Source: an optimization exercise on an open RTL-to-GDS flow (aim: small area, a short achievable clock period and few clock cycles per item). Production flows keep margins and buffers that such runs may drop.
In this exercise RTL edits were held to simulation tests only and were not proved equivalent to the original.

==> inputs of v26 <==
Design neural_network, start of the top module:
module neural_network
(
    input          clk_i,
    input          rstn_i,
    input   [63:0] data_in_i,
    input          fire_i,
    output  [15:0] prediction_o,
    output         done_o
);
clock: 10.0 ns
lec_check: 0
abc_area: 1
cap_margin: 20
core_margin: 2
core_utilization: 35
slew_margin: 20
synth_memory_max_bits: 65536
run.sh (not shown) runs the stock make flow with config.mk's settings and CLKGATE_MAP_FILE= SYNTH_SCRIPT=/design/flow/synth_recipe.tcl, a recipe that flattens the netlist after the stock synthesis.
==> v13: changes against v26 <==
Settings changed: ABC_AREA 1 to not set.
==> results.rst <==
.. list-table::
   :header-rows: 1

   * - Metric
     - Value
   * - Run status
     - no timing/DRC/antenna violations
   * - Detailed-route vias per instance
     - 5.773
   * - Cell area after placement
     - 0.05068 mm2
   * - Clock slew at reported path FFs
     - 80 ps
   * - Number of global-route vias before repair
     - 52890
   * - Most common library cell in the layout ignoring fill and taps
     - nand2_1
   * - Non-clock inverter total of the final layout
     - ~1100
   * - Final Non-Filler Cells
     - 9379
   * - Final Core Density
     - 37.23%
   * - Share of final layout cell area taken by clock buffers and inverters
     - 0.6207%
the above is filed under v26

==> results.rst <==
.. list-table::
   :header-rows: 1

   * - Metric
     - Value
   * - Run status
     - no timing/DRC/antenna violations
   * - Most common library cell in the layout ignoring fill and taps
     - ha_1
   * - Highest metal layer with signal wires
     - met5
   * - Share of final layout cell area taken by clock buffers and inverters
     - 0.5579%
   * - Worst-case clock skew
     - ~14 ps
   * - Aggregate routed wire length
     - 245.2 mm
   * - Number of global-route vias before repair
     - 55420
   * - Non-clock inverter total of the final layout
     - 667
   * - Largest delay share family, worst path
     - compound AO/OA/AOI/OAI gates
   * - Final Core Density
     - 37.92%
   * - Share of cell area taken by flip-flops and latches
     - 4.168%
   * - Final Non-Filler Cells
     - about 8800
   * - Detailed-route vias per instance
     - 6.581
   * - Cell area after placement
     - 0.05394 mm2
   * - Number of buffers created by CTS
     - 9
   * - Clock slew at reported path FFs
     - 70 ps
the above is filed under v13

Testbench counts of v26, summed over its fixed seeds: cycles 4,096, items 2,048.
Testbench counts of v13, summed over its fixed seeds: cycles 4,096, items 2,048.


==> try-onyx <==
Another version of the RTL of neural_network (not shown whole).
clock: 10.0 ns
lec_check: 0
abc_area: 1
cap_margin: 20
core_margin: 2
core_utilization: 45
gpl_timing_driven: 0
setup_slack_margin: 0.3
slew_margin: 20
synth_memory_max_bits: 65536
standard.sh (not shown) runs the stock make flow with config.mk's settings and CLKGATE_MAP_FILE= SYNTH_SCRIPT=/design/flow/synth_recipe.tcl, a recipe that flattens the netlist after the stock synthesis.
==> flow/flow/run.sh <==
#!/bin/bash
# The standard layout with two changes after the standard synthesis:
#  - the platform's delay cells (clkdlybuf4s*, dlygate4sd*, dlymetal6s*) are
#    added to its don't-use list, so the port buffers that placement inserts
#    are plain buffers rather than delay cells;
#  - sizing may swap a cell for one of another footprint
#    (MATCH_CELL_FOOTPRINT=0; the platform sets 1).
# Each step's output goes to its own log.
set -e
bash standard.sh synth > synth.log 2>&1
DU=$(sed -n '/^export DONT_USE_CELLS/,/^$/p' "$FLOW_HOME/platforms/sky130hd/config.mk" \
     | tr -d '\\' | tr -s ' \n' ' ' | sed 's/export DONT_USE_CELLS += //; s/#.*//')
for c in clkdlybuf4s15_1 clkdlybuf4s15_2 clkdlybuf4s18_1 clkdlybuf4s18_2 \
         clkdlybuf4s25_1 clkdlybuf4s25_2 clkdlybuf4s50_1 clkdlybuf4s50_2 \
         dlygate4sd1_1 dlygate4sd2_1 dlygate4sd3_1 \
         dlymetal6s2s_1 dlymetal6s4s_1 dlymetal6s6s_1; do
    DU="$DU sky130_fd_sc_hd__$c"
done
echo "DONT_USE_CELLS=$DU" > dont_use.log
bash standard.sh "DONT_USE_CELLS=$DU" MATCH_CELL_FOOTPRINT=0 finish > layout.log 2>&1
==> try-nickel (differences from try-onyx) <==
--- a/flow/config.mk
+++ b/flow/config.mk
@@ -9,7 +9,6 @@
 export CAP_MARGIN = 20
 export CORE_MARGIN = 2
 export CORE_UTILIZATION = 45
-export GPL_TIMING_DRIVEN = 0
 export SETUP_SLACK_MARGIN = 0.3
 export SLEW_MARGIN = 20
 export SYNTH_MEMORY_MAX_BITS = 65536
==> flow_summary.ini <==
[placed_design]
post-place-ws_ps = -2600

[global_route]
grt_pass1_wl_um = 317000

[status]
status = no timing/DRC/antenna violations

[sta]
fmax_mhz = 102

[worst_setup_path]
cp_slowest_cell = clkbuf_1

[clocking]
clk_pin_slew_worst_paths_ps = 70

[final_layout]
utilization = 0.537
(the above is from try-onyx)
==> flow_summary.ini <==
[status]
status = no timing/DRC/antenna violations

[global_route]
grt_pass1_wl_um = 290000

[sta]
fmax_mhz = 106

[clocking]
clk_pin_slew_worst_paths_ps = 60
(the above is from try-nickel)
Testbench counts of try-onyx, summed over its fixed seeds: cycles 2,048, items 2,048.
Testbench counts of try-nickel, summed over its fixed seeds: cycles 2,048, items 2,048.


==> run a <==
neural_network again, from the RTL that the note above started with.
// neural_network
module neural_network
(
    input          clk_i,
    input          rstn_i,
    input   [63:0] data_in_i,
    input          fire_i,
    output  [15:0] prediction_o,
    output         done_o
);
wire [15:0] x0 = data_in_i[15:0];
wire [15:0] x1 = data_in_i[31:16];
wire [15:0] x2 = data_in_i[47:32];
wire [15:0] x3 = data_in_i[63:48];
wire [14:0] m00, m10, m20, m30, m01, m11, m21, m31;
nn_m643c u_m00 (.a(x0[14:0]), .p(m00));
nn_m7888 u_m10 (.a(x1[14:0]), .p(m10));
nn_m7888 u_m20 (.a(x2[14:0]), .p(m20));
nn_m7888 u_m30 (.a(x3[14:0]), .p(m30));
nn_m76c2 u_m01 (.a(x0[14:0]), .p(m01));
nn_m6e67 u_m11 (.a(x1[14:0]), .p(m11));
nn_m6e67 u_m21 (.a(x2[14:0]), .p(m21));
nn_m6e67 u_m31 (.a(x3[14:0]), .p(m31));
wire [15:0] pa0, pb0, pa1, pb1;
nn_pair u_pa0 (.sa(~x0[15]), .ma(m00), .sb(x1[15]), .mb(m10), .s(pa0));
nn_pair u_pb0 (.sa( x2[15]), .ma(m20), .sb(x3[15]), .mb(m30), .s(pb0));
nn_pair u_pa1 (.sa(~x0[15]), .ma(m01), .sb(x1[15]), .mb(m11), .s(pa1));
nn_pair u_pb1 (.sa( x2[15]), .ma(m21), .sb(x3[15]), .mb(m31), .s(pb1));
reg [15:0] pa0_q, pb0_q, pa1_q, pb1_q;
reg        done_q;
always @(posedge clk_i) begin
    if (fire_i) begin
        pa0_q <= pa0;
        pb0_q <= pb0;
        pa1_q <= pa1;
        pb1_q <= pb1;
    end
end
always @(posedge clk_i or negedge rstn_i) begin
    if (!rstn_i) done_q <= 1'b0;
    else         done_q <= fire_i;
end
wire       h0_pos, h1_pos;
wire [5:0] h0_p, h1_p;
wire [8:0] h0_n, h1_n;
nn_hidx u_h0 (.a(pa0_q), .b(pb0_q), .pos(h0_pos), .p(h0_p), .n(h0_n));
nn_hidx u_h1 (.a(pa1_q), .b(pb1_q), .pos(h1_pos), .p(h1_p), .n(h1_n));
wire [15:0] a0p, a0n;
wire [14:0] t1p, t1n;
nn_tab_a0p u_a0p (.i(h0_p), .o(a0p));
nn_tab_a0n u_a0n (.i(h0_n), .o(a0n));
nn_tab_t1p u_t1p (.i(h1_p), .o(t1p));
nn_tab_t1n u_t1n (.i(h1_n), .o(t1n));
wire [15:0] a0 = h0_pos ? a0p : a0n;
wire [14:0] t1 = h1_pos ? t1p : t1n;
wire       o_pos;
wire [8:0] o_p, o_n;
wire [15:0] sigp, sign;
nn_oidx u_o (.a0(a0), .t1(t1), .pos(o_pos), .p(o_p), .n(o_n));
nn_tab_sigp u_sigp (.i(o_p), .o(sigp));
nn_tab_sign u_sign (.i(o_n), .o(sign));
assign prediction_o = o_pos ? sigp : sign;
assign done_o = done_q;
endmodule
clock: 10.0 ns
lec_check: 0
abc_area: 1
cap_margin: 20
core_margin: 2
core_utilization: 45
setup_slack_margin: 0.3
slew_margin: 20
synth_memory_max_bits: 65536
tns_end_percent: 5
Scripts as last shown in full above: flow/flow/run.sh
==> run b (differences from run a) <==
CORE_UTILIZATION = 40   (was 45)
TNS_END_PERCENT = default   (was 5)
==> summary.md <==
| Metric | Value |
|---|---|
| Fillers | 11,546 |
| Max-slew headroom | 30.9% |
| Multi-input logic area | 38,100 um2 |
| Data arrival, critical path | 7.46 ns |
| Crit path to | prediction_o[2] |
| Slowest cell on the critical path | fa_2 |
| Status | finished clean |
| Largest stage delay on the critical path | 0.50 ns |
| Bufs w/o clock | 968 |
| First-pass GRT wire length | 288,000 um |
The numbers above come from run b.

==> summary.md <==
| Metric | Value |
|---|---|
| Status | finished clean |
| Multi-input logic portion of the cell area | 73.6% |
| Crit path to | prediction_o[1] |
| Largest stage delay on the critical path | 0.41 ns |
| First-pass GRT wire length | 290,000 um |
| Post-synth EDFFs | 64 |
| Bufs w/o clock | 1,011 |
| Data arrival, critical path | 7.43 ns |
The numbers above come from run a.

Testbench counts of run a, summed over its fixed seeds: cycles 2,048, items 2,048.
Testbench counts of run b, summed over its fixed seeds: cycles 2,048, items 2,048.


==> v15 <==
Another version of the RTL of neural_network (not shown whole).
export LEC_CHECK = 0
export ABC_AREA = 1
export CAP_MARGIN = 20
export CORE_MARGIN = 2
export CORE_UTILIZATION = 60
export PLACE_DENSITY = 0.75
export SETUP_SLACK_MARGIN = 1
export SLEW_MARGIN = 20
export SYNTH_MEMORY_MAX_BITS = 65536
create_clock -name core_clock -period 10.0 [get_ports {clk_i}]
Scripts as last shown in full above: flow/flow/run.sh
==> inputs of v9, as changes to v15 <==
Settings changed: CORE_UTILIZATION 60 to 45, PLACE_DENSITY 0.75 to not set, SETUP_SLACK_MARGIN 1 to 0.6.
==> comparison <==
v9 produced a clean layout. v15 died in global routing (5_1_grt) with GRT-0116.
Synthesized area is the same in v9 and v15.
In synthesized cell count, v15 and v9 do not differ.
Testbench counts of v15, summed over its fixed seeds: cycles 2,048, items 2,048.
Testbench counts of v9, summed over its fixed seeds: cycles 2,048, items 2,048.

[port drivers added, routing unchanged]
No port has a modelled driver above. Below, the same layouts with a new extraction and two added sets of constraints. Step 1 assumes that a clkbuf_16 drives the clock port and a buf_2 every other input. Step 2 moves the port delays by t, midway between the first and last clock arrival at a register: inputs arrive t later, outputs are due t later. That takes back most of the time a late clock gives input paths. a / b / c = no drivers / after step 1 / after step 2; a / b = the first two.
| run | t (ns) | slack for setup (ns) | hold slack, ns | worst register clock-pin slew, ns | worst slew at a driven data input, ns |
|---|---|---|---|---|---|
| v26 | 0.435 | 1.230 / 1.274 / 0.839 | 0.710 / 0.710 / 0.710 | 0.08 / 0.08 | 0.05 |
| v13 | 0.428 | 0.515 / 0.544 / 0.120 | 0.396 / 0.396 / 0.396 | 0.08 / 0.08 | 0.04 |
| try-onyx | 0.388 | 0.244 / 0.196 / 0.422 | 1.405 / 1.379 / 1.766 | 0.07 / 0.07 | 0.09 |
| try-nickel | 0.397 | 0.592 / 0.546 / 0.604 | 1.400 / 1.378 / 1.775 | 0.06 / 0.06 | 0.04 |
| run a | 0.397 | 0.566 / 0.520 / 0.597 | 1.400 / 1.378 / 1.775 | 0.06 / 0.06 | 0.04 |
| run b | 0.394 | 0.538 / 0.486 / 0.589 | 1.402 / 1.373 / 1.767 | 0.07 / 0.07 | 0.05 |
| v9 | 0.420 | 0.683 / 0.634 / 0.845 | 1.337 / 1.312 / 1.733 | 0.11 / 0.11 | 0.04 |
After both steps every run listed still meets setup and hold. The setup slack of v13, which loses most, moves by +0.029 ns with the drivers and by -0.395 ns with both steps.
